This is an optimization exercise on Yosys and OpenROAD, whose aim is small area and a short achievable clock period, not a production implementation. At most, simulation tests tie the RTL to the original design; equivalence was not proved. Power is estimated from default activity; no workload was simulated.

==> flow/design.v (excerpt) <==
module FPA_final (
  input         clk,
  input         rst,
  input  [31:0] in1,
  input  [31:0] in2,
  output reg [31:0] OUT
);
For scale: about 100 flip-flops, about 98 I/O pins, ~9600 sq um of cells after synthesis.
Settings: LEC_CHECK=0, ABC_AREA=1, CAP_MARGIN=20, CORE_MARGIN=2, CORE_UTILIZATION=40, SLEW_MARGIN=20, SYNTH_HIERARCHICAL=1, SETUP_SLACK_MARGIN=16, BUFFER_PORTS_ARGS=-buffer_cell sky130_fd_sc_hd__buf_1; clock period 22.0 ns.
standard.sh (not shown) runs the stock make flow with config.mk's settings and CLKGATE_MAP_FILE= SYNTH_SCRIPT=/design/flow/synth_recipe.tcl, a recipe that flattens the netlist after the stock synthesis.
==> flow/flow/run.sh <==
#!/bin/bash
# Standard layout with three changes: the full/half-adder extraction pass is
# skipped in synthesis (ABC maps the prefix adders directly), the ports get
# sky130 buf_1 buffers, and the repair passes aim below the design's period.
cp config.mk config_orig.log
cat >> config.mk <<'EOC'
export ADDER_MAP_FILE =
export SETUP_SLACK_MARGIN = 16
export BUFFER_PORTS_ARGS = -buffer_cell sky130_fd_sc_hd__buf_1
EOC
bash standard.sh > standard_run.log 2>&1
The first run completed without violations.
Next try:
--- a/flow/flow/run.sh
+++ b/flow/flow/run.sh
@@ -6,5 +6,5 @@
 cat >> config.mk <<'EOC'
 export ADDER_MAP_FILE =
-export SETUP_SLACK_MARGIN = 16
+export SETUP_SLACK_MARGIN = 16.7
 export BUFFER_PORTS_ARGS = -buffer_cell sky130_fd_sc_hd__buf_1
 EOC
--- a/flow/config.mk
+++ b/flow/config.mk
@@ -13,4 +13,4 @@
 export SYNTH_HIERARCHICAL = 1
 export ADDER_MAP_FILE =
-export SETUP_SLACK_MARGIN = 16
+export SETUP_SLACK_MARGIN = 16.7
 export BUFFER_PORTS_ARGS = -buffer_cell sky130_fd_sc_hd__buf_1
Clock-buffer cell count is unchanged.
Global-route usage rose by 3.0 points.
Sequential cell count stays the same.
Via count came out higher by 5.9%.
Synthesized area stays the same.
Sequential power hardly moves.
Non-clock buffer count rises by 69.
Die area is unchanged.
Critical path depth rose by 1.
Total power rises by 12%.
Routed wire length rose by 10%.
Next try:
--- a/flow/flow/run.sh
+++ b/flow/flow/run.sh
@@ -6,5 +6,5 @@
 cat >> config.mk <<'EOC'
 export ADDER_MAP_FILE =
-export SETUP_SLACK_MARGIN = 16.7
+export SETUP_SLACK_MARGIN = 16
 export BUFFER_PORTS_ARGS = -buffer_cell sky130_fd_sc_hd__buf_1
 EOC
--- a/flow/config.mk
+++ b/flow/config.mk
@@ -11,6 +11,5 @@
 export CORE_UTILIZATION = 40
 export SLEW_MARGIN = 20
-export SYNTH_HIERARCHICAL = 1
 export ADDER_MAP_FILE =
-export SETUP_SLACK_MARGIN = 16.7
+export SETUP_SLACK_MARGIN = 16
 export BUFFER_PORTS_ARGS = -buffer_cell sky130_fd_sc_hd__buf_1
The changed run finished clean; cell count goes down by about 16%; combinational power goes down by 29%; routed wire length goes down by about 20%; worst setup slack got worse by 0.34 ns.
No run of this note included a check of the RTL's function; only the layout flow was run.

Setup of build 67:
FPA_final, a different RTL version from the one above (not shown whole).
Size: ~1,700 cells after synthesis, roughly 98 flip-flops, ~98 I/O pins.
// FPA_final
module FPA_final (
  input         clk,
  input         rst,
  input  [31:0] in1,
  input  [31:0] in2,
  output reg [31:0] OUT
);
==> flow/config.mk <==
export PLATFORM = sky130hd
export DESIGN_NAME = FPA_final
export DESIGN_NICKNAME = FPA_final
export VERILOG_FILES = /design/flow/design.v
export SDC_FILE = /design/flow/constraint.sdc
export NUM_CORES = 4
export LEC_CHECK = 0
export ABC_AREA = 1
export CAP_MARGIN = 20
export CORE_MARGIN = 2
export CORE_UTILIZATION = 40
export SLEW_MARGIN = 20
export ADDER_MAP_FILE =
export SETUP_SLACK_MARGIN = 16.3
export BUFFER_PORTS_ARGS = -buffer_cell sky130_fd_sc_hd__buf_1
==> flow/constraint.sdc <==
create_clock -name core_clock -period 22.0 [get_ports {clk}]
set_input_delay 4.4000 -clock core_clock [delete_from_list [all_inputs] [get_ports {clk}]]
set_output_delay 4.4000 -clock core_clock [all_outputs]
set_load 0.01 [all_outputs]
==> flow/flow/run.sh <==
#!/bin/bash
# Standard layout with three changes: the full/half-adder extraction pass is
# skipped in synthesis (ABC maps the prefix adders directly), the ports get
# sky130 buf_1 buffers, and the repair passes aim below the design's period.
cp config.mk config_orig.log
cat >> config.mk <<'EOC'
export ADDER_MAP_FILE =
export SETUP_SLACK_MARGIN = 16.3
export BUFFER_PORTS_ARGS = -buffer_cell sky130_fd_sc_hd__buf_1
EOC
bash standard.sh > standard_run.log 2>&1
Input changes introduced in build 25 (baseline for comparison: build 67):
Settings: setting SETUP_MOVE_SEQUENCE to unbuffer,sizeup,swap,clone,split for the first time.
--- a/flow/flow/run.sh
+++ b/flow/flow/run.sh
@@ -8,2 +8,3 @@
 export SETUP_SLACK_MARGIN = 16.3
+export SETUP_MOVE_SEQUENCE = unbuffer,sizeup,swap,clone,split
 export BUFFER_PORTS_ARGS = -buffer_cell sky130_fd_sc_hd__buf_1
### Flow results
- Power share of the clock group delta (build 67 -> build 25): insignificant
- Total power: build 25 below build 67
- Sum of routed wire length over all layers delta (build 25 -> build 67): insignificant
- Cell area | build 25 vs build 67 | build 25 larger
- ~same area share of xor/xnor cells in the synthesized design in build 67 and build 25
### build 25 -> build 30
Settings: a deleted SETUP_MOVE_SEQUENCE that had been unbuffer,sizeup,swap,clone,split; a change of SETUP_SLACK_MARGIN from 16.3 to 15.3.
--- a/flow/flow/run.sh
+++ b/flow/flow/run.sh
@@ -7,4 +7,3 @@
 export ADDER_MAP_FILE =
-export SETUP_SLACK_MARGIN = 16.3
-export SETUP_MOVE_SEQUENCE = unbuffer,sizeup,swap,clone,split
+export SETUP_SLACK_MARGIN = 15.3
 export BUFFER_PORTS_ARGS = -buffer_cell sky130_fd_sc_hd__buf_1
## What came out
- On area of the mapped netlist, build 30 and build 25 are basically level.
- Build 30 against build 25: area occupied by multi-input gates now sits lower, relative contribution of the clock network to total power now sits higher, overall fraction of global-route tracks in use now sits lower, post-layout utilization of the core now sits lower, number of sequential storage elements now sits at about the same level.
- Relative area of non-clock buffer cells in the final design: higher on build 25
- Total power: build 30 below build 25
Modified inputs, build 65 compared to build 30
Settings: SETUP_SLACK_MARGIN: 15.3 -> 16.3; SETUP_MOVE_SEQUENCE: unset -> unbuffer,sizeup,swap,clone,split; SYNTH_HIERARCHICAL: unset -> 1.
--- a/flow/flow/run.sh
+++ b/flow/flow/run.sh
@@ -7,3 +7,4 @@
 export ADDER_MAP_FILE =
-export SETUP_SLACK_MARGIN = 15.3
+export SETUP_SLACK_MARGIN = 16.3
+export SETUP_MOVE_SEQUENCE = unbuffer,sizeup,swap,clone,split
 export BUFFER_PORTS_ARGS = -buffer_cell sky130_fd_sc_hd__buf_1
Findings:
- Build 65 vs. build 30: fraction of the yosys area taken by sequential cells went down by 1.4 points.
- Per the comparison of build 65 with build 30, post-route minimum period shrank by 250 ps; via count now sits higher; data arrival time at the worst-slack endpoint decreased by 180 ps relative to the old numbers; post-CTS setup-driven buffer insertion count comparable; first-iteration DRC count up 20%.
- Against build 30, build 65 comes in 15% higher on wire length reported by the detailed router.
- Compared with build 30, build 65 shows a data-path buffer share of cell area in the final layout that is 0.41 points lower.
- Build 65 ends up with a worst setup slack that is 250 ps higher than in build 30.
- Relative area change from synthesis to final layout on build 65 is up relative to build 30.
Changes in build 47 relative to build 65:
Settings: removing SETUP_MOVE_SEQUENCE (formerly unbuffer,sizeup,swap,clone,split).
--- a/flow/flow/run.sh
+++ b/flow/flow/run.sh
@@ -8,3 +8,2 @@
 export SETUP_SLACK_MARGIN = 16.3
-export SETUP_MOVE_SEQUENCE = unbuffer,sizeup,swap,clone,split
 export BUFFER_PORTS_ARGS = -buffer_cell sky130_fd_sc_hd__buf_1
--- outcome ---
Pin slew with the least headroom to its limit (build 47 over build 65): increase, 5.8 ps
Going from build 65 to build 47, total length of routed wires now sits higher; timing-limited maximum frequency now sits higher; post-CTS setup repair buffer count now sits higher; final design instance area without fill now sits higher; final period utilization now sits lower.
In the tables for build 47 and build 65, fraction of area in registers reads higher with build 65.
Compared with build 65, build 47 shows a largest net degree at the start of global routing that is 7 higher.
Of build 47 and build 65, it is build 47 that has the higher layout overhead on the synthesized area.
Delta(non-clock buffer contribution to total cell area, build 47 - build 65) > 0
All of build 47 and build 65 finish clean.
Function was not checked in any run of this note: the RTL went through the layout flow alone.

FPA_final, a different RTL version from the one above (not shown whole).
Size in the first run: roughly 1300 cells after synthesis, roughly 98 I/O pins, ~8300 um^2 of cells after synthesis.
clock: 22.0 ns
lec_check: 0
abc_area: 1
cap_margin: 20
core_margin: 2
core_utilization: 40
slew_margin: 20
setup_slack_margin: 15
setup_move_sequence: unbuffer,sizeup,swap,clone
buffer_ports_args: -buffer_cell sky130_fd_sc_hd__buf_1
==> flow/flow/run.sh <==
#!/bin/bash
# Standard layout, with a tighter internal repair target and small port buffers.
cp standard.sh standard_sh.log
cp config.mk config_orig.log
cat >> config.mk <<'EOC'
export SETUP_SLACK_MARGIN = 15
export SETUP_MOVE_SEQUENCE = unbuffer,sizeup,swap,clone
export BUFFER_PORTS_ARGS = -buffer_cell sky130_fd_sc_hd__buf_1
EOC
bash standard.sh > standard_run.log 2>&1
Edit:
--- a/flow/flow/run.sh
+++ b/flow/flow/run.sh
@@ -6,3 +6,2 @@
 export SETUP_SLACK_MARGIN = 15
-export SETUP_MOVE_SEQUENCE = unbuffer,sizeup,swap,clone
 export BUFFER_PORTS_ARGS = -buffer_cell sky130_fd_sc_hd__buf_1
--- a/flow/config.mk
+++ b/flow/config.mk
@@ -13,3 +13,2 @@
 export SETUP_SLACK_MARGIN = 15
-export SETUP_MOVE_SEQUENCE = unbuffer,sizeup,swap,clone
 export BUFFER_PORTS_ARGS = -buffer_cell sky130_fd_sc_hd__buf_1
What happened:
- The new run finished with timing, DRC and antenna clean
- wire length grows by roughly a tenth
- die area does not change
- global-route usage grows by 2.1 points
- final area grows by roughly a tenth
- non-clock buffer count grows by 106
- final cell count grows by a few percent
- setup slack improves by 410 ps
- sequential power hardly moves
- clock power stays flat
- count of clock-buffer cells in the layout is unchanged
- core utilization grows by 5.2 points
Function was not checked in any run of this note: the RTL went through the layout flow alone.

FPA_final again, from the RTL that the note above started with.
clock: 22.0 ns
lec_check: 0
abc_area: 1
cap_margin: 20
core_margin: 2
core_utilization: 40
slew_margin: 20
setup_slack_margin: 16.5
buffer_ports_args: -buffer_cell sky130_fd_sc_hd__buf_1
==> flow/flow/run.sh <==
#!/bin/bash
# Standard layout, with a tighter internal repair target and small port buffers.
cp standard.sh standard_sh.log
cp config.mk config_orig.log
cat >> config.mk <<'EOC'
export SETUP_SLACK_MARGIN = 16.5
export BUFFER_PORTS_ARGS = -buffer_cell sky130_fd_sc_hd__buf_1
EOC
bash standard.sh > standard_run.log 2>&1
Change:
--- a/flow/flow/run.sh
+++ b/flow/flow/run.sh
@@ -4,5 +4,5 @@
 cp config.mk config_orig.log
 cat >> config.mk <<'EOC'
-export SETUP_SLACK_MARGIN = 16.5
+export SETUP_SLACK_MARGIN = 0
 export BUFFER_PORTS_ARGS = -buffer_cell sky130_fd_sc_hd__buf_1
 EOC
Settings changed: SETUP_SLACK_MARGIN 16.5 to 0.
The changed run finished with timing, DRC and antenna clean; global-route usage falls by 3.2 points; hold slack gets worse by 0.020 ns; combinational power falls by a quarter to a third.
No functional check of the RTL was part of any run of this note.

== zinc ==
Another version of the RTL of FPA_final (not shown whole).
Size: about 1500 cells after synthesis, about 100 flip-flops, about 98 I/O pins, roughly 9000 um2 of cells after synthesis.
export LEC_CHECK = 0
export ABC_AREA = 1
export CAP_MARGIN = 20
export CORE_MARGIN = 2
export CORE_UTILIZATION = 55
export SLEW_MARGIN = 20
export SETUP_SLACK_MARGIN = 16
export BUFFER_PORTS_ARGS = -buffer_cell sky130_fd_sc_hd__buf_1
create_clock -name core_clock -period 22.0 [get_ports {clk}]
==> flow/flow/run.sh <==
#!/bin/bash
# Standard layout with three changes: the full/half-adder extraction pass is
# skipped in synthesis (ABC maps the prefix adders directly), the ports get
# sky130 buf_1 buffers, and the repair passes aim below the design's period.
cp config.mk config_orig.log
cat >> config.mk <<'EOC'
export ADDER_MAP_FILE =
export SETUP_SLACK_MARGIN = 16
export BUFFER_PORTS_ARGS = -buffer_cell sky130_fd_sc_hd__buf_1
EOC
bash standard.sh > standard_run.log 2>&1
zinc: done, clean on timing, DRC and antenna
diff inputs: zinc => juniper
# zinc
export LEC_CHECK = 0
export ABC_AREA = 1
export CAP_MARGIN = 20
export CORE_MARGIN = 2
export CORE_UTILIZATION = 55
export SLEW_MARGIN = 20
export SETUP_SLACK_MARGIN = 16
export BUFFER_PORTS_ARGS = -buffer_cell sky130_fd_sc_hd__buf_1
create_clock -name core_clock -period 22.0 [get_ports {clk}]
# juniper
export LEC_CHECK = 0
export ABC_AREA = 1
export CAP_MARGIN = 20
export CORE_MARGIN = 2
export CORE_UTILIZATION = 40
export CTS_BUF_LIST = sky130_fd_sc_hd__clkbuf_4 sky130_fd_sc_hd__clkbuf_8
export SLEW_MARGIN = 20
export SETUP_SLACK_MARGIN = 15.3
export BUFFER_PORTS_ARGS = -buffer_cell sky130_fd_sc_hd__buf_1
create_clock -name core_clock -period 22.0 [get_ports {clk}]
-- flow/flow/run.sh --
<<< zinc, line 6
cat >> config.mk <<'EOC'
export ADDER_MAP_FILE =
export SETUP_SLACK_MARGIN = 16
export BUFFER_PORTS_ARGS = -buffer_cell sky130_fd_sc_hd__buf_1
EOC
>>> juniper, line 6
cat >> config.mk <<'EOC'
export ADDER_MAP_FILE =
export SETUP_SLACK_MARGIN = 15.3
export BUFFER_PORTS_ARGS = -buffer_cell sky130_fd_sc_hd__buf_1
EOC
--- outcome ---
- juniper: PASS, flow complete, no timing, DRC or antenna violations
- Per the comparison of juniper with zinc, signed area change from the synthesized netlist to the final layout down 13 points; core box area increased 38%; non-clock buffer count shows a reduction of 41%.
- juniper vs. zinc: total power down 0.00013 W; sequential share of layout area up 2.1 points; largest net degree at the start of global routing up 24.
The following lists how delta was set up differently from juniper:
# juniper
export LEC_CHECK = 0
export ABC_AREA = 1
export CAP_MARGIN = 20
export CORE_MARGIN = 2
export CORE_UTILIZATION = 40
export CTS_BUF_LIST = sky130_fd_sc_hd__clkbuf_4 sky130_fd_sc_hd__clkbuf_8
export SLEW_MARGIN = 20
export SETUP_SLACK_MARGIN = 15.3
export BUFFER_PORTS_ARGS = -buffer_cell sky130_fd_sc_hd__buf_1
create_clock -name core_clock -period 22.0 [get_ports {clk}]
# delta
export LEC_CHECK = 0
export ABC_AREA = 1
export CAP_MARGIN = 20
export CORE_MARGIN = 2
export CORE_UTILIZATION = 40
export SLEW_MARGIN = 20
export SETUP_SLACK_MARGIN = 14.5
export BUFFER_PORTS_ARGS = -buffer_cell sky130_fd_sc_hd__buf_1
create_clock -name core_clock -period 22.0 [get_ports {clk}]
-- flow/flow/run.sh --
<<< juniper, line 6
cat >> config.mk <<'EOC'
export ADDER_MAP_FILE =
export SETUP_SLACK_MARGIN = 15.3
export BUFFER_PORTS_ARGS = -buffer_cell sky130_fd_sc_hd__buf_1
EOC
>>> delta, line 6
cat >> config.mk <<'EOC'
export ADDER_MAP_FILE =
export SETUP_SLACK_MARGIN = 14.5
export BUFFER_PORTS_ARGS = -buffer_cell sky130_fd_sc_hd__buf_1
EOC
### Flow results
- On buffer count excluding the clock tree in the final layout: delta sits below juniper.
- Comparing area of the multi-input gates for delta and juniper, the smaller number came from delta.
- In the flow results for delta and juniper, the total wirelength of the detailed-routed design is larger on juniper.
- Re power: juniper was lower than delta.
#### Input delta (umber over delta)
# delta
export LEC_CHECK = 0
export ABC_AREA = 1
export CAP_MARGIN = 20
export CORE_MARGIN = 2
export CORE_UTILIZATION = 40
export SLEW_MARGIN = 20
export SETUP_SLACK_MARGIN = 14.5
export BUFFER_PORTS_ARGS = -buffer_cell sky130_fd_sc_hd__buf_1
create_clock -name core_clock -period 22.0 [get_ports {clk}]
# umber
export LEC_CHECK = 0
export ABC_AREA = 1
export CAP_MARGIN = 20
export CORE_MARGIN = 2
export CORE_UTILIZATION = 40
export SLEW_MARGIN = 20
export SETUP_SLACK_MARGIN = 15.3
export BUFFER_PORTS_ARGS = -buffer_cell sky130_fd_sc_hd__buf_1
create_clock -name core_clock -period 22.0 [get_ports {clk}]
-- flow/flow/run.sh --
<<< delta, line 6
cat >> config.mk <<'EOC'
export ADDER_MAP_FILE =
export SETUP_SLACK_MARGIN = 14.5
export BUFFER_PORTS_ARGS = -buffer_cell sky130_fd_sc_hd__buf_1
EOC
>>> umber, line 6
cat >> config.mk <<'EOC'
export ADDER_MAP_FILE =
export SETUP_SLACK_MARGIN = 15.3
export BUFFER_PORTS_ARGS = -buffer_cell sky130_fd_sc_hd__buf_1
EOC
- Re post-synthesis cell type count: no difference whatsoever between umber and delta.
- Final weighted congestion in routability-driven placement came out exactly the same in umber and delta.
- umber vs delta — number of gates on the worst path with buffers counted dropped by a few percent
- The end point of the critical path comes out OUT[0]$_SDFF_PP0_ in one run and OUT[2]$_SDFF_PP0_ in the other, namely in delta and umber respectively.
- delta has a lower finished layout cell area than umber.
- delta leaves less setup margin than umber.
- Looking at umber and delta, the sequential power is a wash.
- umber ends up with a power that is about 2% higher than in delta.
- Shortest period the worst path allows is higher on delta
- Compare umber and delta | non-clock buffer count higher: umber
- Power density normalized to cell area delta (delta -> umber): insignificant
### umber -> willow
# umber
export LEC_CHECK = 0
export ABC_AREA = 1
export CAP_MARGIN = 20
export CORE_MARGIN = 2
export CORE_UTILIZATION = 40
export SLEW_MARGIN = 20
export SETUP_SLACK_MARGIN = 15.3
export BUFFER_PORTS_ARGS = -buffer_cell sky130_fd_sc_hd__buf_1
create_clock -name core_clock -period 22.0 [get_ports {clk}]
# willow
export LEC_CHECK = 0
export ABC_AREA = 1
export CAP_MARGIN = 20
export CORE_MARGIN = 2
export CORE_UTILIZATION = 40
export SLEW_MARGIN = 20
export SETUP_SLACK_MARGIN = 16
export SETUP_MOVE_SEQUENCE = unbuffer,sizeup,swap,clone
export BUFFER_PORTS_ARGS = -buffer_cell sky130_fd_sc_hd__buf_1
create_clock -name core_clock -period 22.0 [get_ports {clk}]
-- flow/flow/run.sh --
<<< umber, line 6
cat >> config.mk <<'EOC'
export ADDER_MAP_FILE =
export SETUP_SLACK_MARGIN = 15.3
export BUFFER_PORTS_ARGS = -buffer_cell sky130_fd_sc_hd__buf_1
EOC
>>> willow, line 6
cat >> config.mk <<'EOC'
export ADDER_MAP_FILE =
export SETUP_SLACK_MARGIN = 16
export SETUP_MOVE_SEQUENCE = unbuffer,sizeup,swap,clone
export BUFFER_PORTS_ARGS = -buffer_cell sky130_fd_sc_hd__buf_1
EOC
## What came out
On total power, the lower figure sits with umber, not willow.
Higher post-layout utilization of the core goes to willow over umber.
Compared to umber, willow has part of the cycle the worst path needs 1.1 points lower.
[compare] base=umber new=willow: worst slack at placement up 180 ps, non-clock inverter count in the final layout up about 4.3%, count of multi-input gates up 18, footprint of the flip-flops and latches up 0.37%.
[inputs] violet vs willow
# willow
export LEC_CHECK = 0
export ABC_AREA = 1
export CAP_MARGIN = 20
export CORE_MARGIN = 2
export CORE_UTILIZATION = 40
export SLEW_MARGIN = 20
export SETUP_SLACK_MARGIN = 16
export SETUP_MOVE_SEQUENCE = unbuffer,sizeup,swap,clone
export BUFFER_PORTS_ARGS = -buffer_cell sky130_fd_sc_hd__buf_1
create_clock -name core_clock -period 22.0 [get_ports {clk}]
# violet
export LEC_CHECK = 0
export ABC_AREA = 1
export CAP_MARGIN = 20
export CORE_MARGIN = 2
export CORE_UTILIZATION = 40
export SLEW_MARGIN = 20
export SETUP_SLACK_MARGIN = 16
export BUFFER_PORTS_ARGS = -buffer_cell sky130_fd_sc_hd__buf_1
create_clock -name core_clock -period 22.0 [get_ports {clk}]
-- flow/flow/run.sh --
<<< willow, line 7
export ADDER_MAP_FILE =
export SETUP_SLACK_MARGIN = 16
export SETUP_MOVE_SEQUENCE = unbuffer,sizeup,swap,clone
export BUFFER_PORTS_ARGS = -buffer_cell sky130_fd_sc_hd__buf_1
EOC
>>> violet, line 7
export ADDER_MAP_FILE =
export SETUP_SLACK_MARGIN = 16
export BUFFER_PORTS_ARGS = -buffer_cell sky130_fd_sc_hd__buf_1
EOC
- STATUS worst supply voltage drop on vdd: violet wins against willow
- The non-clock inverter instance count of the final layout of violet is lower than that of willow.
- Path length in cells of the critical path (violet over willow): increase, 1
- Looking at the reports, violet completed the entire flow and the layout it produced met the timing, DRC and antenna checks.
- In terms of share of the clock period used by the worst path after layout, willow and violet differ only marginally.

## static timing again, ports no longer ideal
In the flow no input, the clock included, has a driving cell. The finished layouts below were timed again as built, in two steps. Step 1 (the two cells are an assumption about what drives the block):
set clk [get_ports {clk}]
set_driving_cell -lib_cell sky130_fd_sc_hd__clkbuf_16 $clk
set_driving_cell -lib_cell sky130_fd_sc_hd__buf_2 [delete_from_list [all_inputs] $clk]
Step 2 also shifts input and output timing later by t, the mid clock arrival at the registers, as if the neighbouring blocks saw the same clock. a / b / c = ideal ports / drivers / drivers and shift; a / b = the first two.
| run | shift t [ns] | slack for setup (ns) | worst setup path at the end | latest minus earliest clock arrival (ns) |
|---|---|---|---|---|
| the first run of note 1 | 0.402 | 16.208 / 16.208 / 16.208 | register to register | 0.013 / 0.012 |
| the second run of note 1 | 0.405 | 16.244 / 16.244 / 16.244 | register to register | 0.011 / 0.011 |
| the third run of note 1 | 0.410 | 15.901 / 15.910 / 15.500 | input to register | 0.012 / 0.011 |
| build 67 | 0.406 | 16.064 / 16.046 / 15.640 | input to register | 0.014 / 0.014 |
| build 25 | 0.402 | 15.965 / 15.951 / 15.549 | input to register | 0.014 / 0.015 |
| build 30 | 0.404 | 15.580 / 15.602 / 15.197 | input to register | 0.013 / 0.013 |
| build 65 | 0.407 | 15.828 / 15.828 / 15.828 | register to register | 0.011 / 0.012 |
| build 47 | 0.408 | 16.074 / 16.074 / 16.074 | register to register | 0.014 / 0.014 |
| the first run of note 3 | 0.403 | 14.054 / 14.054 / 14.054 | register to register | 0.010 / 0.011 |
| the second run of note 3 | 0.406 | 14.466 / 14.466 / 14.466 | register to register | 0.010 / 0.010 |
| the first run of note 4 | 0.405 | 14.361 / 14.361 / 14.361 | register to register | 0.016 / 0.016 |
| the second run of note 4 | 0.403 | 12.557 / 12.557 / 12.557 | register to register | 0.007 / 0.007 |
| zinc | 0.389 | 16.138 / 16.156 / 15.768 | input to register | 0.013 / 0.013 |
| juniper | 0.442 | 15.874 / 15.874 / 15.541 | input to register | 0.018 / 0.018 |
| delta | 0.403 | 15.300 / 15.300 / 15.300 | register to register | 0.011 / 0.011 |
| umber | 0.406 | 15.912 / 15.912 / 15.534 | input to register | 0.013 / 0.013 |
| willow | 0.402 | 16.151 / 16.170 / 15.768 | input to register | 0.010 / 0.010 |
| violet | 0.404 | 16.144 / 16.166 / 15.761 | input to register | 0.010 / 0.009 |
After both steps setup and hold are still met in every run listed. The setup slack of build 67, which loses most, moves by -0.018 ns with the drivers and by -0.424 ns with both steps.
